This is an optimization exercise on Yosys and OpenROAD, whose aim is small area, a short achievable clock period and few clock cycles per item, not a production implementation.
At most, simulation tests tie the RTL to the original design; equivalence was not proved.
For runs 2 to 8, only the layout was checked, not whether the RTL still works.

==> flow/config.mk <==
export PLATFORM = sky130hd
export DESIGN_NAME = convert_to_10
export DESIGN_NICKNAME = convert_to_10
export VERILOG_FILES = /design/flow/design.v
export SDC_FILE = /design/flow/constraint.sdc
export NUM_CORES = 4
export LEC_CHECK = 0
export CAP_MARGIN = 20
export CORE_MARGIN = 2
export CORE_UTILIZATION = 40
export SLEW_MARGIN = 20
==> flow/constraint.sdc <==
create_clock -name core_clock -period 10.0 [get_ports {clk}]
set_input_delay 2.0000 -clock core_clock [delete_from_list [all_inputs] [get_ports {clk}]]
set_output_delay 2.0000 -clock core_clock [all_outputs]
set_load 0.01 [all_outputs]
==> flow/design.v <==
`timescale 1ns / 1ps
module convert_to_10 (
    input wire clk,
    input wire rst,
    input wire start,
    input wire [399:0] binary,
    output reg [3:0] decimal,
    output reg valid,
    output reg done
);
    localparam integer W  = 16;                
    localparam integer NB = (392 + W - 1) / W;  
    localparam integer WT = 392 - (NB - 1) * W;  
    reg  [391:0] v;                  
    reg  [2*NB-1:0] p;               
    reg  [3:0] jreg;                 
    reg        ereg;                 
    reg        run;
    reg  [7:0] cnt;
    wire [395:0] a = {1'b0, v, 3'b000};
    wire [395:0] b = {3'b000, v, 1'b0};
    wire [391:0] v_nx;
    wire [2*NB-1:0] p_nx;
    wire [3:0]   j_nx;
    genvar gi;
    generate
        for (gi = 0; gi < NB; gi = gi + 1) begin : blk
            localparam integer LO = gi * W;
            if (gi < NB - 1) begin : mid
                wire [1:0] pp = (gi == 0) ? 2'b00 : p[2*gi +: 2];
                wire [W+1:0] q = {{(W-3){1'b0}}, pp[1], pp[0], pp[1], pp[0], 1'b0};
                wire [W+1:0] s = {2'b00, a[LO +: W]} + {2'b00, b[LO +: W]} + q;
                assign v_nx[LO +: W] = s[W-1:0];
                assign p_nx[2*(gi+1) +: 2] = s[W+1:W];
            end else begin : top
                wire [1:0] pp = p[2*gi +: 2];
                wire [WT+3:0] q = {{(WT-1){1'b0}}, pp[1], pp[0], pp[1], pp[0], 1'b0};
                wire [WT+3:0] s = a[395:LO] + b[395:LO] + q;
                assign v_nx[391:LO] = s[WT-1:0];
                assign j_nx = s[WT+3:WT];
            end
        end
    endgenerate
    assign p_nx[1:0] = 2'b00;
    wire [NB-1:0] g0, pr0;
    generate
        for (gi = 0; gi < NB; gi = gi + 1) begin : gp
            localparam integer LO = gi * W;
            localparam integer HI = (gi < NB - 1) ? LO + W - 1 : 391;
            wire hi1 = &v[HI:LO+2];
            wire v1 = v[LO + 1];
            wire v0 = v[LO];
            wire p1 = (gi == 0) ? 1'b0 : p[2*gi + 1];
            wire p0 = (gi == 0) ? 1'b0 : p[2*gi];
            assign g0[gi]  = hi1 & v1 & (p1 | (p0 & v0));
            assign pr0[gi] = hi1 & ((~p1 & ~p0 & v1 & v0) | (p0 & v1 & ~v0) | (p1 & ~v1 & v0));
        end
    endgenerate
    localparam integer LV = 5;    
    wire [NB-1:0] gl [0:LV];
    wire [NB-1:0] pl [0:LV];
    assign gl[0] = g0;
    assign pl[0] = pr0;
    genvar gl_i, gl_l;
    generate
        for (gl_l = 0; gl_l < LV; gl_l = gl_l + 1) begin : lv
            for (gl_i = 0; gl_i < NB; gl_i = gl_i + 1) begin : el
                if ((gl_i % (2 << gl_l)) == 0 && gl_i + (1 << gl_l) < NB) begin : cmb
                    assign gl[gl_l+1][gl_i] = gl[gl_l][gl_i + (1 << gl_l)] |
                                              (pl[gl_l][gl_i + (1 << gl_l)] & gl[gl_l][gl_i]);
                    assign pl[gl_l+1][gl_i] = pl[gl_l][gl_i + (1 << gl_l)] & pl[gl_l][gl_i];
                end else begin : pass
                    assign gl[gl_l+1][gl_i] = gl[gl_l][gl_i];
                    assign pl[gl_l+1][gl_i] = pl[gl_l][gl_i];
                end
            end
        end
    endgenerate
    wire e = gl[LV][0];
    wire [3:0] digit = jreg + {3'b000, e} + {1'b0, ereg, ereg, 1'b0};
    always @(posedge clk) begin
        if (run) begin
            v <= v_nx;
            p <= p_nx;
        end else begin
            v <= binary[391:0];
            p <= 0;
        end
        jreg <= j_nx;
        ereg <= e;
        decimal <= run ? digit : binary[395:392];
    end
    always @(posedge clk) begin
        if (rst) begin
            run   <= 1'b0;
            cnt   <= 8'd0;
            valid <= 1'b0;
            done  <= 1'b0;
        end else begin
            valid <= start | (run & (cnt >= 8'd2));
            done  <= run & (cnt == 8'd150);
            if (run) begin
                cnt <= cnt + 8'd1;
                if (cnt == 8'd150) run <= 1'b0;
            end else if (start) begin
                run <= 1'b1;
                cnt <= 8'd1;
            end
        end
    end
endmodule
==> flow/run.sh <==
#!/bin/bash
# synth_recipe.tcl (not shown) runs the flow's synth.tcl, then flattens the netlist and writes it again
# the make line also repeats each setting of config.mk as NAME=value (left out here)
make -C /OpenROAD-flow-scripts/flow DESIGN_CONFIG=/design/flow/config.mk WORK_HOME=/design/flow/orfs CLKGATE_MAP_FILE= SYNTH_SCRIPT=/design/flow/synth_recipe.tcl finish
==> metrics.yaml, run 1 <==
run_status:
  status: "no timing/DRC/antenna violations"
logic_synthesis:
  ys_ff_latch: 459
  async_reset_ff_share_pct: 0
  synthTopCellsByArea: "dfxtp_1 (24%), ha_1 (21%), mux2_2 (8.8%)"
  synth.distinct_cells: 68
  synth_flop_cell: "dfxtp_1"
  avgSynthCellArea_sq_um: 9.54
  synth-edff-count: 0
  yosysTopAreaCell: "dfxtp_1"
  netlist_area_sq_um: 38400
  yosys_warnings: 1
  synthCells: 4024
  yosys.area.top_type_share_pct: 23.9
  ys_seq_area_share_pct: 23.9
  syn_nets: 5202
sta:
  setup_tns_ns: 0
  whs_ns: 0.504
  skew_ns: 0.0177
  period_minus_slack_ns: 4.64
  rsz0062_at_grt: "false"
  hold_viol_final: 0
  setup_violations: 0
  slew_violations: 0
  post-route-period-util_pct: 46.4
  fmax_ghz: 0.215
  slew_headroom_pct: 31.1
  worst_pin_slew_ns: 1.03
clock_tree:
  cts_root_buf: "clkbuf_16"
  clkSlewWorstSetupHoldPaths_ns: 0.06
  clock_path_buffers: 3
  clock-sinks: 459
  cts.repair.resized: 0
  numCtsBuffers: 60
  cts_tree: "yes"
  cts_max_level: 2
  holdBufCountCts: 0
  clk_latency_ns: 0.65
  post_cts_buffers: 0
layout:
  multi_input_area_sq_um: 28300
  area_growth_pct: 19.8
  seqCellArea_sq_um: 9190
  fillers: 8971
  fin_nets: 5606
  drive_gt1_share_pct: 10.8
  finalInstanceArea_sq_um: 46000
  final_core_utilization_pct: 48.4
  layoutNonFillerInstCount: 5746
place:
  placed_cell_area_sq_um: 43800
  dp_hpwl_microns: 78600
  gp_congestion: 0.875
  place_inst: 5631
  port_buffers: 404
detailed_routing:
  dr.first_iter.drc_count: 1406
  wl_per_cell_microns: 17.3
  wl_met2_microns: 47400
  wl_met1_microns: 46000
  drt_first_pass_iters: 7
  ant_nets: 0
  top_layer_used: "met5"
  drt_wl_total_microns: 99100
  route.met3.wl_microns: 3850
  vias_per_cell: 5.33
  vias: 30646
  drc: 0
setup_path:
  r2r_end: "decimal[2]$_DFF_P_"
  worst-r2r-setup-slack_ns: 5.36
  end_kind: "flop"
  path_class: "flop to flop"
  cp_max_fo: 5
  r2r_cells: 13
  cp.required_ns: 10.54
  worstReg2RegStart: "v[208]$_DFF_P_"
  cp_data_arrival_time_ns: 5.18
  cp-start-kind: "flop"
min_path:
  hold_path_startpoint: "cnt[3]$_SDFFE_PP0P_"
  min_delay_path_depth: 2
  hold_class: "flop to flop"
  min_to: "cnt[3]$_SDFFE_PP0P_"
grt:
  grt_usage_pct: 20.0
  grt_pass1_vias: 30589
  antenna_found_initial: 17
  grt_first_pass_wirelength_microns: 161000
  gr-total-overflow: 0
  grt_max_degree: 169
floorplan:
  pin_count: 409
  die_h_microns: 314
  rows: 113
  coreArea_sq_um: 95000
  dieArea_sq_um: 98500
  die_w_microns: 314
  start_util_pct: 40.4
run:
  cap_violations: 0
-- metrics by stage --
step                setup WS [ns]
floorplan                    6.88
global placement             5.36
detailed placement           5.33
CTS                          5.29
global route                 5.12
finish                       5.36
-- synth_stat cells, types with 3 or more instances --
| library cell | instances |
|---|---|
| nor3_1 | 108 |
| nand2b_1 | 28 |
| and2_1 | 5 |
| xor2_1 | 25 |
| or3b_2 | 7 |
| a21boi_0 | 5 |
| a31oi_1 | 28 |
| mux2_2 | 300 |
| nor4_4 | 20 |
| mux2i_1 | 26 |
| o21bai_1 | 45 |
| a211oi_2 | 20 |
| o31ai_1 | 26 |
| or4_1 | 21 |
| or3_1 | 51 |
| and3_1 | 71 |
| nand3b_1 | 6 |
| nor4_1 | 39 |
| a221o_1 | 20 |
| o21ai_0 | 168 |
| a21oi_1 | 127 |
| nor2b_1 | 67 |
| xnor2_1 | 228 |
| nand3_1 | 68 |
| nand4_1 | 110 |
| a311oi_1 | 3 |
| inv_1 | 157 |
| dfxtp_1 | 459 |
| o211ai_1 | 32 |
| ha_1 | 655 |
| buf_1 | 5 |
| clkbuf_1 | 64 |
| a2111oi_4 | 20 |
| o21ai_1 | 22 |
| a41oi_1 | 25 |
| nor2_1 | 375 |
| a21o_1 | 80 |
| nand2_1 | 222 |
| nand4b_1 | 3 |
| fa_1 | 120 |
| o21a_1 | 27 |
| nor3b_1 | 6 |
| a211oi_1 | 94 |
-- area by class of cell --
| cell class | instances | share of cell area [%] |
|---|---|---|
| multi-input combinational | 3339 | 61.7 |
| sequential | 459 | 20.0 |
| timing repair buffer | 411 | 8.94 |
| clock buffer | 79 | 3.64 |
| tap | 1265 | 3.44 |
| inverter | 157 | 1.30 |
| clock inverter | 32 | 1.01 |
| antenna | 4 | 0.0218 |
-- cell usage in the layout, fill, tap and decap left out, types with 11 or more instances in the layout --
cell type and instances:
o21ai_1 22, and3_1 71, nor4_1 39, o21ai_0 168, nand4_1 110, clkdlybuf4s50_1 404
fa_1 120, nand2_1 222, o21a_1 27, dfxtp_1 458, a2111oi_4 20, clkbuf_16 61
or4_1 21, xnor2_1 228, a41oi_1 25, mux2_2 300, nand3_1 68, inv_1 156
xor2_1 25, o21bai_1 45, nor2b_1 67, bufinv_16 11, nor2_1 375, nand2b_1 28
ha_1 655, o211ai_1 32, mux2i_1 26, a221o_1 20, a211oi_2 20, a211oi_1 94
nor4_4 20, or3_1 51, nor3_1 108, a21oi_1 127, a31oi_1 28, a21o_1 80
o31ai_1 26
-- worst max path at each step --
stage	startpoint	to	slack, ns	cells past startpoint
2_1_floorplan	v[208]$_DFF_P_	decimal[2]$_DFF_P_	6.88	13
3_3_place_gp	v[208]$_DFF_P_	decimal[2]$_DFF_P_	5.36	13
3_5_place_dp	v[208]$_DFF_P_	decimal[2]$_DFF_P_	5.33	13
4_1_cts	v[208]$_DFF_P_	decimal[2]$_DFF_P_	5.29	13
5_1_grt	v[208]$_DFF_P_	decimal[2]$_DFF_P_	5.12	13
6_report	v[208]$_DFF_P_	decimal[2]$_DFF_P_	5.36	13
-- cell families (layout without fill, tap and decap cells) --
| kind of cell | after synthesis | after routing | share of synthesized area (%) |
|---|---|---|---|
| and+or+nand+nor | 1213 | 1213 | 16.3 |
| adders and majority gates | 776 | 776 | 27.6 |
| AOI/OAI and AO/OA | 770 | 770 | 14.6 |
| DFF | 459 | 459 | 23.9 |
| muxes | 327 | 327 | 9.52 |
| xor gates and xnor gates | 253 | 253 | 5.77 |
| buffers and inverters | 226 | 679 | 2.21 |
| other | 0 | 4 | 0 |
-- critical path, stage by stage, from the launching register on --
cell      delay [ns]
dfxtp_1         0.45
a21oi_1         0.10
or3_1           0.38
a2111o_1        0.44
o41ai_2         0.42
nor2_1          0.21
nor4_1          0.86
a21oi_1         0.22
o32ai_1         0.25
ha_1            0.27
inv_1           0.06
fa_1            0.37
xnor2_1         0.19
mux2_2          0.29
-- per-layer routing --
metal  track usage (%)  vias to the layer above
met5                 0                        -
li1                  -                    15764
met1              26.2                    14284
met4              4.61                       24
met2              34.5                      463
met3              3.21                      111
-- state kept, by name, indices dropped and copies added, names as in the netlist --
signal	cells
decimal	4
jreg	4
done	1
cnt	8
ereg	1
valid	1
p	47
v	392
run	1
Testbench counts, summed over its fixed seeds: cycles 19,328, items 128.
==> run 2: changes to the inputs <==
--- a/flow/design.v
+++ b/flow/design.v
@@ -13,8 +13,8 @@
     localparam integer WT = 392 - (NB - 1) * W;  
     reg  [391:0] v;                  
     reg  [2*NB-1:0] p;               
-    reg  [3:0] jreg;                 
-    reg        ereg;                 
+    reg  [3:0] jreg, jreg2;          
+    reg        ereg, ereg2;          
     reg        run;
     reg  [7:0] cnt;
     wire [395:0] a = {1'b0, v, 3'b000};
@@ -56,7 +56,7 @@
             assign pr0[gi] = hi1 & ((~p1 & ~p0 & v1 & v0) | (p0 & v1 & ~v0) | (p1 & ~v1 & v0));
         end
     endgenerate
-    localparam integer LV = 5;    
+    localparam integer LV = (NB > 32) ? 6 : (NB > 16) ? 5 : (NB > 8) ? 4 : 3;   
     wire [NB-1:0] gl [0:LV];
     wire [NB-1:0] pl [0:LV];
     assign gl[0] = g0;
@@ -77,7 +77,7 @@
         end
     endgenerate
     wire e = gl[LV][0];
-    wire [3:0] digit = jreg + {3'b000, e} + {1'b0, ereg, ereg, 1'b0};
+    wire [3:0] digit = jreg2 + {3'b000, ereg} + {1'b0, ereg2, ereg2, 1'b0};
     always @(posedge clk) begin
         if (run) begin
             v <= v_nx;
@@ -86,8 +86,10 @@
             v <= binary[391:0];
             p <= 0;
         end
-        jreg <= j_nx;
-        ereg <= e;
+        jreg  <= j_nx;
+        jreg2 <= jreg;
+        ereg  <= e;
+        ereg2 <= ereg;
         decimal <= run ? digit : binary[395:392];
     end
     always @(posedge clk) begin
@@ -97,11 +99,11 @@
             valid <= 1'b0;
             done  <= 1'b0;
         end else begin
-            valid <= start | (run & (cnt >= 8'd2));
-            done  <= run & (cnt == 8'd150);
+            valid <= start | (run & (cnt >= 8'd3));
+            done  <= run & (cnt == 8'd151);
             if (run) begin
                 cnt <= cnt + 8'd1;
-                if (cnt == 8'd150) run <= 1'b0;
+                if (cnt == 8'd151) run <= 1'b0;
             end else if (start) begin
                 run <= 1'b1;
                 cnt <= 8'd1;
==> metrics.yaml, run 2 <==
run_status:
  status: "no timing/DRC/antenna violations"
place:
  port_buffers: 404
  pre_cts_slack_ns: 6.50
  dp_hpwl_microns: 76200
  gp_congestion: 0.876
  placed_cell_area_sq_um: 42900
layout:
  area_growth_pct: 20.1
  fin_nets: 5583
  final_cell_mix: "ha_1 (654), dfxtp_1 (463), clkdlybuf4s50_1 (404), nand2_1 (294), mux2_2 (257)"
  finalInstanceArea_sq_um: 45000
  drive_gt1_share_pct: 10.1
  top_regs: "v (392), p (47), cnt (8)"
  largest_reg_flops: 392
  top_register: "v"
  final_common_cell: "ha_1"
floorplan:
  die_h_microns: 310
  start_util_pct: 40.3
  pin_count: 409
  coreArea_sq_um: 93000
  die_w_microns: 310
  rows: 112
  dieArea_sq_um: 96100
setup_path:
  cp-endpoint: "v[335]$_DFF_P_"
  cp-start-kind: "flop"
  path_class: "flop to flop"
  cp.required_ns: 10.56
  worst-r2r-setup-slack_ns: 6.48
  r2r_end: "v[335]$_DFF_P_"
  end_kind: "flop"
  cp_data_arrival_time_ns: 4.08
  cp_max_fo: 6
  critPathLaunch: "v[320]$_DFF_P_"
  worstReg2RegStart: "v[320]$_DFF_P_"
  r2r_cells: 13
logic_synthesis:
  synth.distinct_cells: 75
  netlist_area_sq_um: 37500
  synthTopCellsByArea: "dfxtp_1 (25%), ha_1 (22%), mux2_2 (7.7%)"
  syn_nets: 5182
  synth-edff-count: 0
  yosysTopAreaCell: "dfxtp_1"
  synthCells: 4005
  synth_commonest_cells: "ha_1 (654), dfxtp_1 (464), nand2_1 (294), mux2_2 (257), a21oi_1 (226)"
  ys_ff_latch: 464
  yosys.area.top_type_share_pct: 24.8
  yosys_warnings: 1
  avgSynthCellArea_sq_um: 9.36
  synth_flop_cell: "dfxtp_1"
  async_reset_ff_share_pct: 0
  synth_most_common_cell: "ha_1"
  ys_seq_area_share_pct: 24.8
detailed_routing:
  ant_nets: 0
  vias_per_cell: 5.34
  drt_wl_total_microns: 97300
  vias: 30528
  drc: 0
  dr.first_iter.drc_count: 1467
  drt_first_pass_iters: 6
  wl_per_cell_microns: 17.0
clock_tree:
  clock-sinks: 464
  clkSlewWorstSetupHoldPaths_ns: 0.06
  clk_latency_ns: 0.65
  holdBufCountCts: 0
  clock_path_buffers: 3
  cts_max_level: 2
  post_cts_buffers: 0
  cts_root_buf: "clkbuf_16"
  cts_tree: "yes"
  numCtsBuffers: 59
  cts.repair.resized: 0
grt:
  grt_first_pass_wirelength_microns: 156000
  grt_pass1_vias: 30385
  grt_usage_pct: 20.0
  gr-total-overflow: 0
  antenna_found_initial: 22
  grt_max_degree: 151
sta:
  setup_tns_ns: 0
  rsz0062_at_grt: "false"
  slew_violations: 0
  hold_viol_final: 0
  setup_violations: 0
  layout_setup_ws_ns: 6.48
  period_minus_slack_ns: 3.52
  skew_ns: 0.0100
  worst_pin_slew_ns: 0.992
  slew_headroom_pct: 33.9
  post-route-period-util_pct: 35.2
  fmax_ghz: 0.284
min_path:
  hold_class: "flop to flop"
run:
  cap_violations: 0
run 2: cell count changes after synthesis, sizes merged, moves of 40 or more:
cell	delta
a211oi	-72
xnor2	-53
a21oi	+103
mux2	-40
and2	+43
nor2	-173
nand2	+72
nand3	+62
o31ai	+40
run 2: cell type report:
cell class	instances	area, sq um
diodes	8	20.0
clock buffers	89	1820
clock inverters	22	273
fillers	8951	48000
inverters	190	721
multi-input cells	3280	27200
flip-flops and latches	464	9290
well taps	1254	1570
repair buffers	411	4110
run 2: logic make-up (layout without fill, tap and decap cells):
kind of cell,count (synthesis),after routing,synth area share (%)
and+or+nand+nor,1115,1115,14.8
buffers and inverters,261,712,2.61
AOI/OAI and AO/OA,912,912,16.6
muxes,267,267,8.04
adders and majority gates,775,775,28.3
xor gates and xnor gates,211,211,4.93
DFF,464,464,24.8
other,0,8,0
run 2: worst min-delay path by stage:
stage | startpoint | endpoint | slack (ns) | cells past startpoint
2_1_floorplan | jreg[0]$_DFF_P_ | jreg2[0]$_DFF_P_ | 0.31 | 0
3_3_place_gp | jreg[3]$_DFF_P_ | jreg2[3]$_DFF_P_ | 0.31 | 0
3_5_place_dp | jreg[2]$_DFF_P_ | jreg2[2]$_DFF_P_ | 0.31 | 0
4_1_cts | jreg[0]$_DFF_P_ | jreg2[0]$_DFF_P_ | 0.33 | 0
5_1_grt | jreg[0]$_DFF_P_ | jreg2[0]$_DFF_P_ | 0.33 | 0
6_report | jreg[0]$_DFF_P_ | jreg2[0]$_DFF_P_ | 0.33 | 0
run 2: per-layer routing:
| metal | routed length [microns] | vias up | track usage, % | share of wire (%) |
|---|---|---|---|---|
| met5 | 172 | - | 0 | 0.18 |
| met2 | 45200 | 437 | 33.6 | 46 |
| li1 | - | 15670 | - | - |
| met3 | 5240 | 133 | 4.52 | 5.4 |
| met1 | 44600 | 14262 | 25.6 | 46 |
| met4 | 2060 | 26 | 5.54 | 2.1 |
run 2: worst max-delay path: stages, from the launching register on:
cell and delay [ns]:
dfxtp_1 0.38, fa_1 0.53, ha_1 0.19, inv_1 0.07
fa_1 0.46, inv_1 0.08, a21o_1 0.10, a21oi_1 0.11
o211a_1 0.27, or3_4 0.41, a311oi_2 0.30, o21ai_1 0.13
and3_1 0.20, o31ai_2 0.19
run 2: through the flow:
stage	instances	hold slack (ns)	utilization (%)
final	5718	0.326	48.4
after global routing	5716	0.330	48.4
after CTS	5710	0.326	48.3
after detailed placement	5599	0.312	46.1
after global placement	5599	0.313	46.1
after floorplan	4005	0.310	-
==> run 3: changes to the inputs <==
--- a/flow/design.v
+++ b/flow/design.v
@@ -8,7 +8,7 @@
     output reg valid,
     output reg done
 );
-    localparam integer W  = 16;                
+    localparam integer W  = 8;                
     localparam integer NB = (392 + W - 1) / W;  
     localparam integer WT = 392 - (NB - 1) * W;  
     reg  [391:0] v;                  
==> metrics.yaml, run 3 <==
run_status:
  status: "no timing/DRC/antenna violations"
setup_path:
  path_class: "flop to flop"
  cp-start-kind: "flop"
  cp.required_ns: 10.56
  cp_data_arrival_time_ns: 4.14
  end_kind: "flop"
  cp_max_fo: 6
layout:
  area_growth_pct: 20.8
  fillers: 8732
  drive_gt1_share_pct: 11.5
  final_cell_mix: "ha_1 (542), dfxtp_1 (511), clkdlybuf4s50_1 (404), a21oi_1 (384), inv_1 (359)"
  top_register: "v"
  final_common_cell: "ha_1"
  largest_reg_flops: 392
  seqCellArea_sq_um: 10300
  fin_nets: 5280
  top_regs: "v (392), p (95), cnt (8)"
  multi_input_area_sq_um: 26000
clock_tree:
  clkSlewWorstSetupHoldPaths_ns: 0.05
  cts.repair.resized: 0
  cts_max_level: 3
  clock-sinks: 512
  cts_root_buf: "clkbuf_16"
  cts_tree: "yes"
  numCtsBuffers: 69
  post_cts_buffers: 0
  clock_path_buffers: 3
  holdBufCountCts: 0
  clk_latency_ns: 0.63
run:
  cap_violations: 0
sta:
  fmax_ghz: 0.279
  setup_violations: 0
  slew_violations: 0
  slew_headroom_pct: 25.8
  layout_setup_ws_ns: 6.42
  skew_ns: 0.0180
  post-route-period-util_pct: 35.8
  period_minus_slack_ns: 3.58
  hold_viol_final: 0
  worst_pin_slew_ns: 1.11
  rsz0062_at_grt: "false"
  setup_tns_ns: 0
  whs_ns: 0.324
grt:
  gr-max-usage-layer: "met2"
  grt_util_met3_pct: 4.22
  antenna_found_initial: 31
  grt_usage_pct: 18.4
  grt_util_met2_pct: 30.4
  grt_pass1_vias: 28038
  use_met1_pct: 23.6
  gr-total-overflow: 0
  grt_max_degree: 176
  grt_first_pass_wirelength_microns: 144000
floorplan:
  dieArea_sq_um: 97000
  pin_count: 409
  rows: 112
  die_w_microns: 311
  coreArea_sq_um: 93500
  die_h_microns: 311
  start_util_pct: 40.5
logic_synthesis:
  syn_nets: 4857
  avgSynthCellArea_sq_um: 10.3
  synthCells: 3672
  synth_mux_area_share_pct: 12.2
  yosysTopAreaCell: "dfxtp_1"
  ys_ff_latch: 512
  yosys.area_share.simple_pct: 7.19
  synth_most_common_cell: "ha_1"
  synth_top_family_by_area: "adder cells"
  synth_flop_cell: "dfxtp_1"
  synth.distinct_cells: 61
  yosys.area.top_type_share_pct: 27.1
  yosys_warnings: 1
  ys_seq_area_share_pct: 27.1
  synthTopCellsByArea: "dfxtp_1 (27%), ha_1 (18%), fa_1 (13%)"
  synth-edff-count: 0
  synth_commonest_cells: "ha_1 (542), dfxtp_1 (512), a21oi_1 (384), inv_1 (359), mux2_2 (355)"
  synth_xor_area_share_pct: 6.83
  netlist_area_sq_um: 37800
  synth-adder-area-share_pct: 30.6
  synth_compound_area_share_pct: 11.9
  async_reset_ff_share_pct: 0
detailed_routing:
  wl_per_cell_microns: 16.2
  dr.first_iter.drc_count: 1017
  drt_wl_total_microns: 87900
  ant_nets: 0
  drc: 0
  vias_per_cell: 4.96
  vias: 26905
  drt_first_pass_iters: 5
place:
  gp_congestion: 0.812
  port_buffers: 404
  dp_hpwl_microns: 69900
  pre_cts_slack_ns: 6.32
min_path:
  hold_class: "flop to flop"
## run 3: cell types whose count changed after synthesis, sizes merged, moves of 96 or more
cell	delta
a21oi	+154
o21bai	+157
inv	+169
ha	-112
o21ai	-194
nand2	-163
nor2	-96
fa	+120
nor3	-99
## run 3: layer usage
metal	part of all wire [%]	up-vias	routed length [microns]
met4	2.7	26	2390
met3	4.8	150	4180
met2	47	392	41000
li1	-	13786	-
met1	46	12551	40200
met5	0.18	-	156
## run 3: worst paths after layout
path | start | end | slack (ns) | cells past startpoint
setup / recovery | v[216]$_DFF_P_ | ereg$_DFF_P_ | 6.42 | 9
hold / removal | jreg[2]$_DFF_P_ | jreg2[2]$_DFF_P_ | 0.32 | 0
setup reg to reg | v[216]$_DFF_P_ | ereg$_DFF_P_ | 6.42 | 9
hold reg to reg | jreg[2]$_DFF_P_ | jreg2[2]$_DFF_P_ | 0.32 | 0
## run 3: layout make-up
cell class	instances	area share [%]
timing repair buffer	409	8.96
inverter	359	2.95
sequential	512	22.4
clock buffer	105	4.61
tap	1254	3.43
multi-input combinational	2744	56.9
antenna	18	0.0986
clock inverter	21	0.567
## run 3: critical path, cell delays in order (launching register included)
cell,delay [ns]
dfxtp_1,0.46
or3b_1,0.39
a311oi_2,0.33
nand4_1,0.17
nor4_1,0.51
nand4_1,0.39
a221oi_2,0.51
nor3_1,0.19
o211ai_1,0.37
a22o_1,0.19
## run 3: kinds of logic (layout without fill, tap and decap cells)
kind of cell / count (synthesis) / after routing
buf+inv: 416 / 894
xor+xnor: 295 / 295
compound gates: 728 / 728
simple gates: 521 / 521
flops: 512 / 512
other cells: 0 / 18
fa+ha+maj: 782 / 782
mux: 418 / 418
## run 3: per-stage QoR
stage | instance area, sq um | util (%) | cells
2_1_floorplan | 37800 | - | 3672
3_3_place_gp | 43300 | 46.3 | 5278
3_5_place_dp | 43300 | 46.3 | 5278
4_1_cts | 45600 | 48.8 | 5404
5_1_grt | 45700 | 48.9 | 5419
6_report | 45700 | 48.9 | 5422
==> run 4: changes to the inputs <==
--- a/flow/design.v
+++ b/flow/design.v
@@ -8,7 +8,7 @@
     output reg valid,
     output reg done
 );
-    localparam integer W  = 8;                
+    localparam integer W  = 32;                
     localparam integer NB = (392 + W - 1) / W;  
     localparam integer WT = 392 - (NB - 1) * W;  
     reg  [391:0] v;                  
==> metrics.yaml, run 4 <==
grt:
  antenna_found_initial: 18
  grt_first_pass_wirelength_microns: 165000
  grt_usage_pct: 20.5
  gr-total-overflow: 0
  grt_max_degree: 76
  grt_pass1_vias: 31553
sta:
  slew_headroom_pct: 22.5
  worst_pin_slew_ns: 1.15
  setup_violations: 0
  fmax_ghz: 0.228
  period_minus_slack_ns: 4.39
  hold_viol_final: 0
  skew_ns: 0.0143
  setup_tns_ns: 0
  rsz0062_at_grt: "false"
  slew_violations: 0
  layout_setup_ws_ns: 5.61
  post-route-period-util_pct: 43.9
detailed_routing:
  wl_per_cell_microns: 17.5
  drt_wl_total_microns: 103000
  dr.first_iter.drc_count: 1468
  ant_nets: 0
  vias: 31991
  drc: 0
  drt_first_pass_iters: 5
  vias_per_cell: 5.43
logic_synthesis:
  synth_flop_cell: "dfxtp_1"
  synth-edff-count: 0
  synth_commonest_cells: "ha_1 (698), dfxtp_1 (440), a21oi_1 (375), mux2_2 (296), nor2_1 (229)"
  yosys.area.top_type_share_pct: 23.1
  ys_seq_area_share_pct: 23.1
  ys_ff_latch: 440
  synthCells: 4183
  synth.distinct_cells: 85
  yosys_warnings: 1
  avgSynthCellArea_sq_um: 9.13
  yosysTopAreaCell: "dfxtp_1"
  synthTopCellsByArea: "dfxtp_1 (23%), ha_1 (23%), mux2_2 (8.7%)"
  netlist_area_sq_um: 38200
  async_reset_ff_share_pct: 0
  syn_nets: 5344
  synth_most_common_cell: "ha_1"
layout:
  fin_nets: 5726
  drive_gt1_share_pct: 9.88
  final_common_cell: "ha_1"
  top_register: "v"
  area_growth_pct: 19.6
  top_regs: "v (392), p (23), cnt (8)"
  largest_reg_flops: 392
  final_cell_mix: "ha_1 (698), dfxtp_1 (439), clkdlybuf4s50_1 (404), a21oi_1 (375), mux2_2 (296)"
  finalInstanceArea_sq_um: 45700
place:
  placed_cell_area_sq_um: 43600
  dp_hpwl_microns: 82100
  port_buffers: 404
  gp_congestion: 0.903
  pre_cts_slack_ns: 5.63
setup_path:
  path_class: "flop to flop"
  cp_max_fo: 6
  cp.required_ns: 10.54
  slowest_delay_ns: 0.64
  critPathBufInv: 2
  cp-start-kind: "flop"
  slowest_stage: "o41ai_2"
  cp_top_family: "compound AO/OA/AOI/OAI gates"
  path_cells: "inv_1, fa_1, inv_1, ha_1, fa_1, a21o_1, a21oi_1, nor2b_1, o211a_1, o21ai_0, a21oi_1, o41ai_2, o21ai_0, xor2_1, mux2_2"
  cp_data_arrival_time_ns: 4.93
  end_kind: "flop"
clock_tree:
  post_cts_buffers: 0
  numCtsBuffers: 59
  holdBufCountCts: 0
  cts_tree: "yes"
  cts_root_buf: "clkbuf_16"
  clk_latency_ns: 0.66
  cts.repair.resized: 0
  clock-sinks: 440
  clkSlewWorstSetupHoldPaths_ns: 0.06
  clock_path_buffers: 3
  cts_max_level: 2
run:
  cap_violations: 0
floorplan:
  start_util_pct: 40.3
  coreArea_sq_um: 94900
  dieArea_sq_um: 98000
  rows: 113
  die_h_microns: 313
  pin_count: 409
  die_w_microns: 313
run_status:
  status: "no timing/DRC/antenna violations"
min_path:
  hold_class: "flop to flop"
## run 4: changes by cell type in the layout (fill, tap and decap cells not counted), moves of 133 or more
| cell | delta |
|---|---|
| inv_1 | -181 |
| fa_1 | -180 |
| ha_1 | +156 |
| o21ai_0 | +155 |
| a21o_1 | +142 |
| o21bai_1 | -133 |
## run 4: cells by family (layout without fill, tap and decap cells)
logic type               after synthesis  in the layout  share of synthesized area, %
AO/OA/AOI/OAI                       1150           1150                          19.7
AND/OR/NAND/NOR                      951            951                          12.6
adder cells (fa/ha/maj)              758            758                          26.0
flip-flops                           440            440                          23.1
XOR/XNOR                             309            309                          7.08
multiplexers                         306            306                          8.99
buffers and inverters                269            702                          2.64
other                                  0              9                             0
## run 4: per-stage QoR
| stage | utilization (%) | hold WS [ns] | instances |
|---|---|---|---|
| 4_1_cts | 48.2 | 0.311 | 5881 |
| 3_3_place_gp | 45.9 | 0.313 | 5769 |
| 6_report | 48.2 | 0.323 | 5890 |
| 2_1_floorplan | - | 0.310 | 4183 |
| 5_1_grt | 48.2 | 0.324 | 5887 |
| 3_5_place_dp | 45.9 | 0.312 | 5769 |
## run 4: path summary, 6_finish.rpt
| check | startpoint | to | slack, ns | depth (start not counted) |
|---|---|---|---|---|
| setup / recovery | v[254]$_DFF_P_ | v[283]$_DFF_P_ | 5.61 | 15 |
| hold / removal | jreg[1]$_DFF_P_ | jreg2[1]$_DFF_P_ | 0.32 | 0 |
| setup reg to reg | v[254]$_DFF_P_ | v[283]$_DFF_P_ | 5.61 | 15 |
| hold reg to reg | jreg[1]$_DFF_P_ | jreg2[1]$_DFF_P_ | 0.32 | 0 |
## run 4: metal layers
layer / vias up / track usage, % / part of all wire (%)
met2: 539 / 34.2 / 46
li1: 16420 / - / -
met4: 18 / 5.98 / 2.2
met5: - / 0 / 0.11
met1: 14862 / 27.3 / 47
met3: 152 / 3.25 / 4.7
## run 4: area by class of cell
type                            instances  area, sq um
Fill cell                            9142        49200
Clock inverter                         28          367
Timing Repair Buffer                  411         4100
Inverter                              179          677
Multi-Input combinational cell       3474        28400
Antenna cell                            9         22.5
Tap cell                             1265         1580
Clock buffer                           84         1760
Sequential cell                       440         8810
==> run 5: changes to the inputs <==
--- a/flow/design.v
+++ b/flow/design.v
@@ -8,7 +8,7 @@
     output reg valid,
     output reg done
 );
-    localparam integer W  = 32;                
+    localparam integer W  = 16;                
     localparam integer NB = (392 + W - 1) / W;  
     localparam integer WT = 392 - (NB - 1) * W;  
     reg  [391:0] v;                  
--- a/flow/config.mk
+++ b/flow/config.mk
@@ -5,6 +5,7 @@
 export SDC_FILE = /design/flow/constraint.sdc
 export NUM_CORES = 4
 export LEC_CHECK = 0
+export ABC_AREA = 1
 export CAP_MARGIN = 20
 export CORE_MARGIN = 2
 export CORE_UTILIZATION = 40
==> metrics.yaml, run 5 <==
sta:
  slew_headroom_pct: 34.6
  fmax_ghz: 0.279
  hold_viol_final: 0
  skew_ns: 0.0216
  layout_setup_ws_ns: 6.42
  setup_tns_ns: 0
  slew_violations: 0
  period_minus_slack_ns: 3.58
  rsz0062_at_grt: "false"
  setup_violations: 0
  post-route-period-util_pct: 35.8
  worst_pin_slew_ns: 0.981
setup_path:
  cp.required_ns: 8.00
  path_cells: "clkdlybuf4s50_1"
  cp-start-kind: "flop"
  slowest_delay_ns: 0.62
  path_class: "flop to output pin"
  slowest_stage: "clkdlybuf4s50_1"
  critPathBufInv: 1
  cp_top_family: "buffers and inverters"
  cp_max_fo: 1
  cp_data_arrival_time_ns: 1.58
  end_kind: "output pin"
grt:
  grt_pass1_vias: 35437
  grt_max_degree: 125
  antenna_found_initial: 8
  grt_usage_pct: 20.5
  gr-total-overflow: 0
  grt_first_pass_wirelength_microns: 175000
logic_synthesis:
  avgSynthCellArea_sq_um: 7.43
  yosysTopAreaCell: "dfxtp_1"
  ys_ff_latch: 464
  yosys.area.top_type_share_pct: 23.0
  synth.distinct_cells: 51
  synth_commonest_cells: "nand2_1 (1491), ha_1 (654), inv_1 (559), dfxtp_1 (464), o21ai_0 (335)"
  syn_nets: 6612
  synth_most_common_cell: "nand2_1"
  netlist_area_sq_um: 40400
  synth_flop_cell: "dfxtp_1"
  synthCells: 5435
  synthTopCellsByArea: "dfxtp_1 (23%), ha_1 (20%), nand2_1 (14%)"
  synth-edff-count: 0
  async_reset_ff_share_pct: 0
  ys_seq_area_share_pct: 23.0
  yosys_warnings: 1
run_status:
  status: "no timing/DRC/antenna violations"
clock_tree:
  clk_latency_ns: 0.66
  holdBufCountCts: 0
  post_cts_buffers: 0
  cts.repair.resized: 0
  clock_path_buffers: 3
  cts_root_buf: "clkbuf_16"
  clock-sinks: 464
  numCtsBuffers: 59
  clkSlewWorstSetupHoldPaths_ns: 0.06
  cts_max_level: 2
  cts_tree: "yes"
detailed_routing:
  drt_first_pass_iters: 5
  vias_per_cell: 4.98
  drc: 0
  wl_per_cell_microns: 14.9
  dr.first_iter.drc_count: 1462
  drt_wl_total_microns: 107000
  ant_nets: 0
  vias: 35658
layout:
  top_register: "v"
  final_common_cell: "nand2_1"
  top_regs: "v (392), p (47), cnt (8)"
  drive_gt1_share_pct: 6.91
  final_cell_mix: "nand2_1 (1491), ha_1 (654), inv_1 (559), dfxtp_1 (463), clkdlybuf4s50_1 (404)"
  fin_nets: 6992
  fillers: 9959
  area_growth_pct: 18.5
  largest_reg_flops: 392
place:
  dp_hpwl_microns: 86500
  gp_congestion: 0.889
  port_buffers: 404
  pre_cts_slack_ns: 6.71
floorplan:
  die_h_microns: 322
  die_w_microns: 322
  coreArea_sq_um: 100000
  rows: 116
  pin_count: 409
  dieArea_sq_um: 103000
  start_util_pct: 40.4
min_path:
  hold_class: "flop to flop"
run:
  cap_violations: 0
-- run 5: cell types whose count changed after synthesis, moves of 94 or more --
cell / previous run / this run
mux2_2: 296 / 0
o21ai_0: 175 / 335
nand2_1: 205 / 1491
a21oi_1: 375 / 266
a21o_1: 201 / 36
nand3_1: 88 / 243
o21ai_1: 7 / 101
inv_1: 179 / 559
nor2_1: 229 / 327
-- run 5: layer usage --
| layer | part of all wire, % | track usage, % | routed length [microns] | up-vias |
|---|---|---|---|---|
| li1 | - | - | - | 18892 |
| met1 | 47 | 26.1 | 50100 | 16156 |
| met2 | 47 | 36.1 | 50100 | 467 |
| met3 | 3.9 | 3.25 | 4180 | 135 |
| met4 | 2.3 | 5.07 | 2510 | 8 |
| met5 | 0.038 | 0 | 41 | - |
-- run 5: cells by family after synthesis --
family,after synthesis,share of synthesized area [%]
adders and majority gates,774,26.2
xor gates and xnor gates,183,3.97
AOI/OAI and AO/OA,1057,16.5
DFF,464,23.0
and+or+nand+nor,2261,23.5
buffers and inverters,696,6.76
-- run 5: per-stage QoR --
step | cell area [sq um] | util [%] | cells | hold WS, ns
after floorplan | 40400 | - | 5435 | 0.310
after global placement | 45600 | 45.6 | 7052 | 0.312
after detailed placement | 45600 | 45.6 | 7052 | 0.312
after CTS | 47800 | 47.8 | 7162 | 0.327
after global routing | 47800 | 47.8 | 7165 | 0.345
final | 47800 | 47.8 | 7165 | 0.327
-- run 5: final cells by class --
type / instances / area (sq um) / share of cell area (%)
antenna: 3 / 7.51 / 0.0157
multi-input combinational: 4275 / 28300 / 59.3
clock buffer: 84 / 1770 / 3.71
clock inverter: 26 / 398 / 0.832
tap: 1298 / 1620 / 3.40
sequential: 464 / 9290 / 19.4
inverter: 601 / 2260 / 4.73
timing repair buffer: 414 / 4120 / 8.61
-- run 5: path summary, 6_finish.rpt --
| kind | depth (start not counted) | endpoint | slack [ns] | from |
|---|---|---|---|---|
| worst max-delay path | 1 | valid | 6.42 | valid$_SDFF_PP0_ |
| worst min-delay path | 0 | jreg2[1]$_DFF_P_ | 0.33 | jreg[1]$_DFF_P_ |
| worst max register to register | 5 | v[228]$_DFF_P_ | 7.19 | run$_SDFF_PP0_ |
| worst min register to register | 0 | jreg2[1]$_DFF_P_ | 0.33 | jreg[1]$_DFF_P_ |
==> run 6: changes to the inputs <==
==> flow/flow/run.sh (new file) <==
#!/bin/bash
# Standard layout, with the port buffers made of the smallest buffer cell.
set -euo pipefail
export BUFFER_PORTS_ARGS="-buffer_cell sky130_fd_sc_hd__buf_1"
bash standard.sh > standard_flow.log 2>&1
==> flow/standard.sh (new file) <==
#!/bin/bash
# synth_recipe.tcl (not shown) runs the flow's synth.tcl, then flattens the netlist and writes it again
# the make line also repeats each setting of config.mk as NAME=value (left out here)
make -C /OpenROAD-flow-scripts/flow DESIGN_CONFIG=/design/flow/config.mk WORK_HOME=/design/flow/orfs CLKGATE_MAP_FILE= SYNTH_SCRIPT=/design/flow/synth_recipe.tcl "${@:-finish}"
--- a/flow/config.mk
+++ b/flow/config.mk
@@ -5,7 +5,6 @@
 export SDC_FILE = /design/flow/constraint.sdc
 export NUM_CORES = 4
 export LEC_CHECK = 0
-export ABC_AREA = 1
 export CAP_MARGIN = 20
 export CORE_MARGIN = 2
 export CORE_UTILIZATION = 40
removed: flow/run.sh
==> metrics.yaml, run 6 <==
run_status:
  status: "no timing/DRC/antenna violations"
setup_path:
  path_class: "flop to flop"
  cp_data_arrival_time_ns: 4.07
  cp_max_fo: 6
  cp-start-kind: "flop"
  critPathLaunch: "v[80]$_DFF_P_"
  cp.required_ns: 10.53
  worstReg2RegStart: "v[80]$_DFF_P_"
  end_kind: "flop"
grt:
  gr-total-overflow: 0
  grt_pass1_vias: 30431
  grt_first_pass_wirelength_microns: 154000
  antenna_found_initial: 27
  grt_max_degree: 182
  grt_usage_pct: 19.6
logic_synthesis:
  synthCells: 4005
  netlist_area_sq_um: 37500
  yosys.area.top_type_share_pct: 24.8
  avgSynthCellArea_sq_um: 9.36
  synthTopCellsByArea: "dfxtp_1 (25%), ha_1 (22%), mux2_2 (7.7%)"
  synth_commonest_cells: "ha_1 (654), dfxtp_1 (464), nand2_1 (294), mux2_2 (257), a21oi_1 (226)"
  synth_flop_cell: "dfxtp_1"
  ys_seq_area_share_pct: 24.8
  synth-edff-count: 0
  ys_ff_latch: 464
  syn_nets: 5182
  yosysTopAreaCell: "dfxtp_1"
  synth_most_common_cell: "ha_1"
  async_reset_ff_share_pct: 0
  synth.distinct_cells: 75
  yosys_warnings: 1
layout:
  fin_nets: 5579
  area_growth_pct: 13.2
  largest_reg_flops: 392
  drive_gt1_share_pct: 9.84
  final_cell_mix: "ha_1 (654), dfxtp_1 (463), buf_1 (404), nand2_1 (294), mux2_2 (257)"
  final_common_cell: "ha_1"
  top_regs: "v (392), p (47), cnt (8)"
  top_register: "v"
  layoutNonFillerInstCount: 5713
  final_core_utilization_pct: 45.6
sta:
  slew_violations: 0
  post-route-period-util_pct: 35.4
  setup_tns_ns: 0
  period_minus_slack_ns: 3.54
  slew_headroom_pct: 33.4
  rsz0062_at_grt: "false"
  fmax_ghz: 0.282
  hold_viol_final: 0
  skew_ns: 0.0350
  worst_pin_slew_ns: 0.999
  setup_violations: 0
run:
  cap_violations: 0
detailed_routing:
  wl_per_cell_microns: 16.7
  wl_met1_microns: 44300
  drc: 0
  top_layer_used: "met5"
  route.met3.wl_microns: 4490
  drt_first_pass_iters: 5
  dr.first_iter.drc_count: 1430
  ant_nets: 0
  drt_wl_total_microns: 95400
  vias: 30680
  wl_met2_microns: 44000
  vias_per_cell: 5.37
floorplan:
  dieArea_sq_um: 96100
  rows: 112
  pin_count: 409
  die_h_microns: 310
  die_w_microns: 310
  start_util_pct: 40.3
  coreArea_sq_um: 93000
clock_tree:
  cts_root_buf: "clkbuf_16"
  post_cts_buffers: 0
  clkSlewWorstSetupHoldPaths_ns: 0.06
  cts.repair.resized: 0
  cts_tree: "yes"
  clock-sinks: 464
  clk_latency_ns: 0.66
  cts_max_level: 2
  clock_path_buffers: 3
  holdBufCountCts: 0
  numCtsBuffers: 58
min_path:
  hold_path_startpoint: "jreg[1]$_DFF_P_"
  hold_class: "flop to flop"
place:
  place_inst: 5596
  port_buffers: 404
  gp_congestion: 0.875
  dp_hpwl_microns: 74900
## run 6: changes by cell type after synthesis, moves of 52 or more
cell and change:
o21ai_0 -142, nor3_1 +79, o21ai_2 -62, o21ai_1 -79, nor2b_1 +52, o31ai_1 +57, nor2_1 -125, inv_1 -370
nand2_1 -1197, mux2_2 +257, nand3_1 -113
## run 6: cell type report
| cell class | instances | area (sq um) |
|---|---|---|
| Antenna cell | 10 | 25.0 |
| Clock buffer | 87 | 1710 |
| Clock inverter | 20 | 328 |
| Fill cell | 9211 | 50600 |
| Inverter | 190 | 721 |
| Multi-Input combinational cell | 3280 | 27200 |
| Sequential cell | 464 | 9290 |
| Tap cell | 1254 | 1570 |
| Timing Repair Buffer | 408 | 1570 |
## run 6: worst max-delay path: stages (launching register included)
cell and delay (ns):
dfxtp_1 0.38, fa_1 0.53, ha_1 0.18, inv_1 0.08, fa_1 0.47, inv_1 0.08, a21o_1 0.10, a21oi_1 0.10
o211a_1 0.27, or3_4 0.41, a311oi_2 0.27, o21ai_1 0.12, and3_1 0.20, o31ai_2 0.25
## run 6: per-stage QoR
stage                     area, sq um  hold slack (ns)  setup slack [ns]
final                           42400            0.337              6.46
after global routing            42400            0.344              6.20
after CTS                       42400            0.339              6.48
after detailed placement        40400            0.312              6.50
after global placement          40400            0.316              6.54
after floorplan                 37500            0.310              6.82
## run 6: metal layers
| layer | vias up | global-route usage (%) |
|---|---|---|
| met2 | 459 | 33.0 |
| met5 | - | 0 |
| met3 | 149 | 3.82 |
| met4 | 28 | 6.15 |
| li1 | 15689 | - |
| met1 | 14355 | 25.2 |
## run 6: kinds of logic after synthesis
group | Yosys count | synth area share [%]
AO/OA/AOI/OAI | 912 | 16.6
XOR/XNOR | 211 | 4.93
AND/OR/NAND/NOR | 1115 | 14.8
adder cells (fa/ha/maj) | 775 | 28.3
flip-flops | 464 | 24.8
multiplexers | 267 | 8.04
buffers and inverters | 261 | 2.61
## run 6: worst paths after layout
kind	endpoint	slack, ns	cells after the start
max	v[95]$_DFF_P_	6.46	13
min	jreg2[1]$_DFF_P_	0.34	0
max reg2reg	v[95]$_DFF_P_	6.46	13
min reg2reg	jreg2[1]$_DFF_P_	0.34	0
==> run 7: changes to the inputs <==
==> flow/flow/run.sh (replaced) <==
#!/bin/bash
# Standard layout, repair_timing aiming at 6.5 ns of setup slack, with the port buffers made of the smallest buffer cell.
set -euo pipefail
export BUFFER_PORTS_ARGS="-buffer_cell sky130_fd_sc_hd__buf_1"
export SETUP_SLACK_MARGIN=6.5
bash standard.sh > standard_flow.log 2>&1
==> metrics.yaml, run 7 <==
layout:
  fillers: 9177
  finalInstanceArea_sq_um: 43000
  top_register: "v"
  final_cell_mix: "ha_1 (643), dfxtp_1 (432), buf_1 (404), nand2_1 (294), mux2_2 (257)"
  largest_reg_flops: 392
  drive_gt1_share_pct: 12.2
  top_regs: "v (392), p (47), cnt (8)"
  final_core_utilization_pct: 46.2
  final_common_cell: "ha_1"
  area_growth_pct: 14.7
  fin_nets: 5604
setup_path:
  worst-r2r-setup-slack_ns: 6.58
  path_class: "flop to flop"
  cp_top_family: "adder cells"
  path_cells: "fa_1, ha_2, inv_1, fa_2, inv_1, a21o_1, a21oi_1, o211a_1, or3_4, a311oi_4, o21ai_1, and3_1, o31ai_2"
  cp.required_ns: 10.53
  cp_data_arrival_time_ns: 3.95
  critPathBufInv: 2
  cp-start-kind: "flop"
  end_kind: "flop"
  cp_max_fo: 3
  slowest_delay_ns: 0.55
  cpMostUsedCell: "inv_1"
  slowest_stage: "fa_1"
detailed_routing:
  vias: 30741
  vias_per_cell: 5.36
  ant_nets: 0
  drt_wl_total_microns: 96400
  drc: 0
  wl_per_cell_microns: 16.8
  drt_first_pass_iters: 7
  dr.first_iter.drc_count: 1386
logic_synthesis:
  synth_most_common_cell: "ha_1"
  yosysTopAreaCell: "dfxtp_1"
  syn_nets: 5182
  synth_commonest_cells: "ha_1 (654), dfxtp_1 (464), nand2_1 (294), mux2_2 (257), a21oi_1 (226)"
  yosys.area.top_type_share_pct: 24.8
  synth_flop_cell: "dfxtp_1"
  avgSynthCellArea_sq_um: 9.36
  synthTopCellsByArea: "dfxtp_1 (25%), ha_1 (22%), mux2_2 (7.7%)"
  async_reset_ff_share_pct: 0
  synthCells: 4005
  ys_ff_latch: 464
  synth-edff-count: 0
  ys_seq_area_share_pct: 24.8
  yosys_warnings: 1
  netlist_area_sq_um: 37500
  synth.distinct_cells: 75
place:
  port_buffers: 404
  placed_cell_area_sq_um: 40400
  gp_congestion: 0.875
  dp_hpwl_microns: 74900
grt:
  gr-total-overflow: 0
  grt_pass1_vias: 30455
  grt_util_met3_pct: 3.81
  gr-max-usage-layer: "met2"
  grt_max_degree: 182
  grt_util_met2_pct: 33.0
  grt_usage_pct: 19.6
  grt_first_pass_wirelength_microns: 154000
  use_met1_pct: 25.3
  antenna_found_initial: 28
sta:
  period_minus_slack_ns: 3.42
  rsz0062_at_grt: "true"
  slew_headroom_pct: 32.9
  fmax_ghz: 0.292
  whs_ns: 0.337
  post-route-period-util_pct: 34.2
  skew_ns: 0.0336
  worst_pin_slew_ns: 1.01
  setup_tns_ns: 0
  setup_violations: 0
  hold_viol_final: 0
  slew_violations: 0
clock_tree:
  clock-sinks: 464
  clk_latency_ns: 0.66
  cts_root_buf: "clkbuf_16"
  cts_max_level: 2
  numCtsBuffers: 58
  clkSlewWorstSetupHoldPaths_ns: 0.06
  cts_tree: "yes"
  clock_path_buffers: 3
min_path:
  hold_class: "flop to flop"
floorplan:
  start_util_pct: 40.3
  die_h_microns: 310
  pin_count: 409
  rows: 112
  die_w_microns: 310
  coreArea_sq_um: 93000
  dieArea_sq_um: 96100
run_status:
  status: "no timing/DRC/antenna violations"
run:
  cap_violations: 0
run 7: metal layers:
layer	wire (microns)	vias up
li1	-	15731
met1	44500	14389
met2	44800	445
met3	4470	148
met4	2380	28
met5	196	-
run 7: what timing repair did:
item,4_1_cts,5_1_grt
pin swaps,3,46
setup buffers,2,23
hold buffers,0,0
gates resized for setup,6,92
setup endpoints to repair,6,42
hold endpoints to repair,0,0
run 7: logic make-up after synthesis:
| kind of cell | synth area share, % |
|---|---|
| compound gates | 16.6 |
| xor+xnor | 4.93 |
| fa+ha+maj | 28.3 |
| buf+inv | 2.61 |
| flops | 24.8 |
| mux | 8.04 |
| simple gates | 14.8 |
run 7: metrics by stage:
| step | worst slack, ns | std cells |
|---|---|---|
| 6_report | 6.58 | 5739 |
| 5_1_grt | 6.40 | 5738 |
| 4_1_cts | 6.50 | 5705 |
| 3_5_place_dp | 6.50 | 5596 |
| 3_3_place_gp | 6.54 | 5596 |
| 2_1_floorplan | 6.82 | 4005 |
run 7: worst register-to-register path: cells and delay by family (launching register included):
family,cells,cell delay [ns]
AOI/OAI and AO/OA,6,1.07
buffers and inverters,2,0.14
DFF,1,0.34
adders and majority gates,3,1.15
and+or+nand+nor,2,0.63
run 7: layout make-up:
cell class | instances | area [sq um] | area share [%]
Tap cell | 1254 | 1570 | 3.65
Antenna cell | 11 | 27.5 | 0.0641
Sequential cell | 464 | 9340 | 21.7
Timing Repair Buffer | 433 | 1760 | 4.09
Multi-Input combinational cell | 3280 | 27500 | 64.0
Clock inverter | 20 | 328 | 0.763
Inverter | 190 | 721 | 1.68
Clock buffer | 87 | 1710 | 3.98
run 7: path summary, 6_finish.rpt:
kind                                      start               end  cells after the start
worst max register to register    v[78]$_DFF_P_     v[95]$_DFF_P_                     13
worst max-delay path              v[78]$_DFF_P_     v[95]$_DFF_P_                     13
worst min register to register  jreg[1]$_DFF_P_  jreg2[1]$_DFF_P_                      0
worst min-delay path            jreg[1]$_DFF_P_  jreg2[1]$_DFF_P_                      0
==> run 8: changes to the inputs <==
--- a/flow/design.v
+++ b/flow/design.v
@@ -22,20 +22,38 @@
     wire [391:0] v_nx;
     wire [2*NB-1:0] p_nx;
     wire [3:0]   j_nx;
-    genvar gi;
+    genvar gi, gj, gk;
     generate
         for (gi = 0; gi < NB; gi = gi + 1) begin : blk
             localparam integer LO = gi * W;
+            localparam integer N  = (gi < NB - 1) ? W : WT + 4;    
+            wire [1:0]   pp = (gi == 0) ? 2'b00 : p[2*gi +: 2];
+            wire [N-1:0] ab = a[LO +: N];
+            wire [N-1:0] bb = b[LO +: N];
+            wire [N-1:0] qb = {{(N-5){1'b0}}, pp[1], pp[0], pp[1], pp[0], 1'b0};
+            wire [N:0]   x  = {1'b0, ab ^ bb ^ qb};
+            wire [N:0]   y  = {(ab & bb) | (ab & qb) | (bb & qb), 1'b0};
+            wire [N:0]   G [0:5];
+            wire [N:0]   P [0:5];
+            assign G[0] = x & y;
+            assign P[0] = x ^ y;
+            for (gj = 0; gj < 5; gj = gj + 1) begin : lv
+                for (gk = 0; gk <= N; gk = gk + 1) begin : el
+                    if ((gk >> gj) & 1) begin : c
+                        localparam integer J = ((gk >> gj) << gj) - 1;
+                        assign G[gj+1][gk] = G[gj][gk] | (P[gj][gk] & G[gj][J]);
+                        assign P[gj+1][gk] = P[gj][gk] & P[gj][J];
+                    end else begin : n
+                        assign G[gj+1][gk] = G[gj][gk];
+                        assign P[gj+1][gk] = P[gj][gk];
+                    end
+                end
+            end
+            wire [N+1:0] s = {G[5][N], P[0] ^ {G[5][N-1:0], 1'b0}};
             if (gi < NB - 1) begin : mid
-                wire [1:0] pp = (gi == 0) ? 2'b00 : p[2*gi +: 2];
-                wire [W+1:0] q = {{(W-3){1'b0}}, pp[1], pp[0], pp[1], pp[0], 1'b0};
-                wire [W+1:0] s = {2'b00, a[LO +: W]} + {2'b00, b[LO +: W]} + q;
                 assign v_nx[LO +: W] = s[W-1:0];
                 assign p_nx[2*(gi+1) +: 2] = s[W+1:W];
             end else begin : top
-                wire [1:0] pp = p[2*gi +: 2];
-                wire [WT+3:0] q = {{(WT-1){1'b0}}, pp[1], pp[0], pp[1], pp[0], 1'b0};
-                wire [WT+3:0] s = a[395:LO] + b[395:LO] + q;
                 assign v_nx[391:LO] = s[WT-1:0];
                 assign j_nx = s[WT+3:WT];
             end
==> flow/flow/run.sh (replaced) <==
#!/bin/bash
# Standard layout, with the port buffers made of the smallest buffer cell.
set -euo pipefail
export BUFFER_PORTS_ARGS="-buffer_cell sky130_fd_sc_hd__buf_1"
bash standard.sh > standard_flow.log 2>&1
==> metrics.yaml, run 8 <==
run_status:
  status: "no timing/DRC/antenna violations"
setup_path:
  cp-endpoint: "p[8]$_SDFF_PN0_"
  worst-r2r-setup-slack_ns: 6.48
  cp.required_ns: 10.53
  cp_max_fo: 5
  critPathLaunch: "v[49]$_DFF_P_"
  path_class: "flop to flop"
  r2r_cells: 12
  worstReg2RegStart: "v[49]$_DFF_P_"
  r2r_end: "p[8]$_SDFF_PN0_"
  cp-start-kind: "flop"
  end_kind: "flop"
  cp_data_arrival_time_ns: 4.05
grt:
  antenna_found_initial: 30
  gr-max-usage-layer: "met2"
  grt_max_degree: 92
  grt_pass1_vias: 27514
  grt_first_pass_wirelength_microns: 140000
  use_met1_pct: 24.1
  gr-total-overflow: 0
  grt_util_met2_pct: 32.4
  grt_usage_pct: 19.0
  grt_util_met3_pct: 3.93
layout:
  drive_gt1_share_pct: 9.99
  top_regs: "v (392), p (48), cnt (8)"
  fin_nets: 5272
  largest_reg_flops: 392
  final_core_utilization_pct: 45.8
  top_register: "v"
  final_cell_mix: "ha_1 (687), dfxtp_1 (464), buf_1 (404), inv_1 (293), mux2_2 (269)"
  area_growth_pct: 13.2
  final_common_cell: "ha_1"
logic_synthesis:
  yosys.area_share.simple_pct: 11.5
  synth_mux_area_share_pct: 8.72
  ys_seq_area_share_pct: 26.0
  yosys.area.top_type_share_pct: 26.0
  netlist_area_sq_um: 35800
  synth-adder-area-share_pct: 33.6
  ys_ff_latch: 465
  synth.distinct_cells: 70
  synth_commonest_cells: "ha_1 (687), dfxtp_1 (465), inv_1 (294), mux2_2 (269), nand2_1 (181)"
  yosysTopAreaCell: "dfxtp_1"
  synthTopCellsByArea: "dfxtp_1 (26%), ha_1 (24%), fa_1 (9.6%)"
  synth_compound_area_share_pct: 11.0
  async_reset_ff_share_pct: 0
  synthCells: 3605
  syn_nets: 4867
  synth_xor_area_share_pct: 5.40
  synth_most_common_cell: "ha_1"
  synth-edff-count: 0
  avgSynthCellArea_sq_um: 9.94
  yosys_warnings: 1
  synth_flop_cell: "dfxtp_1"
  synth_top_family_by_area: "adder cells"
clock_tree:
  holdBufCountCts: 0
  clkSlewWorstSetupHoldPaths_ns: 0.06
  post_cts_buffers: 0
  cts_max_level: 2
  clk_latency_ns: 0.66
  cts.repair.resized: 0
  cts_root_buf: "clkbuf_16"
  clock_path_buffers: 3
  clock-sinks: 465
  numCtsBuffers: 58
  cts_tree: "yes"
sta:
  worst_pin_slew_ns: 1.14
  skew_ns: 0.0265
  slew_headroom_pct: 23.4
  layout_setup_ws_ns: 6.48
  post-route-period-util_pct: 35.2
  setup_tns_ns: 0
  hold_viol_final: 0
  slew_violations: 0
  period_minus_slack_ns: 3.52
  setup_violations: 0
  rsz0062_at_grt: "false"
  fmax_ghz: 0.284
detailed_routing:
  drt_first_pass_iters: 4
  drc: 0
  ant_nets: 0
  dr.first_iter.drc_count: 959
  vias_per_cell: 5.17
  wl_per_cell_microns: 16.7
  vias: 27072
  drt_wl_total_microns: 87400
floorplan:
  pin_count: 409
  coreArea_sq_um: 88600
  die_h_microns: 303
  die_w_microns: 303
  rows: 109
  start_util_pct: 40.4
  dieArea_sq_um: 92000
place:
  dp_hpwl_microns: 70400
  pre_cts_slack_ns: 6.50
  port_buffers: 404
  gp_congestion: 0.866
min_path:
  hold_path_startpoint: "jreg[3]$_DFF_P_"
  hold_class: "flop to flop"
run:
  cap_violations: 0
## run 8: cell types whose count changed in the layout (fill, tap and decap cells not counted), sizes merged, moves of 48 or more
cell	previous run	this run
o21ai	215	139
a41oi	48	0
fa	120	172
inv	190	296
nand2	294	181
a21oi	230	142
## run 8: worst min path at each step
stage,to,cells after the start
after floorplan,jreg2[0]$_DFF_P_,0
after global placement,jreg2[3]$_DFF_P_,0
after detailed placement,jreg2[2]$_DFF_P_,0
after CTS,jreg2[2]$_DFF_P_,0
after global routing,jreg2[3]$_DFF_P_,0
final,jreg2[3]$_DFF_P_,0
## run 8: cells by family (layout without fill, tap and decap cells)
family                   Yosys count  in the layout
AO/OA/AOI/OAI                    598            598
AND/OR/NAND/NOR                  823            823
other                              0             15
XOR/XNOR                         221            221
multiplexers                     278            278
buffers and inverters            360            810
adder cells (fa/ha/maj)          860            860
flip-flops                       465            465
## run 8: per-stage QoR
| step | cells | hold WS (ns) | area [sq um] |
|---|---|---|---|
| floorplan | 3605 | 0.310 | 35800 |
| global placement | 5115 | 0.313 | 38600 |
| detailed placement | 5115 | 0.312 | 38600 |
| CTS | 5220 | 0.325 | 40500 |
| global route | 5228 | 0.331 | 40600 |
| finish | 5235 | 0.324 | 40600 |
## run 8: worst max-delay path: stages, from the launching register on
cell,delay [ns]
dfxtp_1,0.45
fa_1,0.49
ha_1,0.33
a211oi_1,0.34
o21ai_0,0.22
a31o_2,0.27
o41a_1,0.37
nand4_1,0.11
nand3_1,0.11
o21ai_0,0.23
nand2b_1,0.09
ha_1,0.26
and2_1,0.15
## run 8: layout make-up
type                            count  area (sq um)
Fill cell                        8656         48100
Multi-Input combinational cell   2780         25200
Sequential cell                   465          9310
Clock buffer                       89          1720
Timing Repair Buffer              411          1570
Tap cell                         1165          1460
Inverter                          294          1110
Clock inverter                     16           203
Antenna cell                       15          37.5
## run 8: layer usage
metal	part of all wire, %	routed length [microns]
met1	45	39500
met2	47	41100
met3	5.1	4490
met4	2.4	2130
met5	0.20	177

[afterwards: timing with drivers on the ports]
No port has a modelled driver above. Below, the same layouts with a new extraction and two added sets of constraints.
Step 1 sets driving cells, clkbuf_16 on the clock port and buf_2 on the other inputs (assumed; they add their load-dependent delay and slew).
Step 2 also shifts input and output timing later by t, the mid clock arrival at the registers, as if the neighbouring blocks saw the same clock.
a / b / c = ideal ports / drivers / drivers and shift; a / b = the first two.
run | shift t [ns] | setup slack, ns | worst data-port slew with drivers (ns)
run 1 | 0.713 | 5.357 / 5.357 / 5.357 | 0.16
run 2 | 0.711 | 6.482 / 6.423 / 6.482 | 0.16
run 3 | 0.683 | 6.421 / 6.397 / 6.421 | 0.14
run 4 | 0.724 | 5.611 / 5.611 / 5.611 | 0.14
run 5 | 0.720 | 6.419 / 6.351 / 6.601 | 0.16
run 6 | 0.709 | 6.456 / 6.456 / 6.456 | 0.15
run 7 | 0.710 | 6.577 / 6.577 / 6.577 | 0.15
run 8 | 0.708 | 6.481 / 6.481 / 6.481 | 0.17
After both steps setup and hold are still met in every run listed.
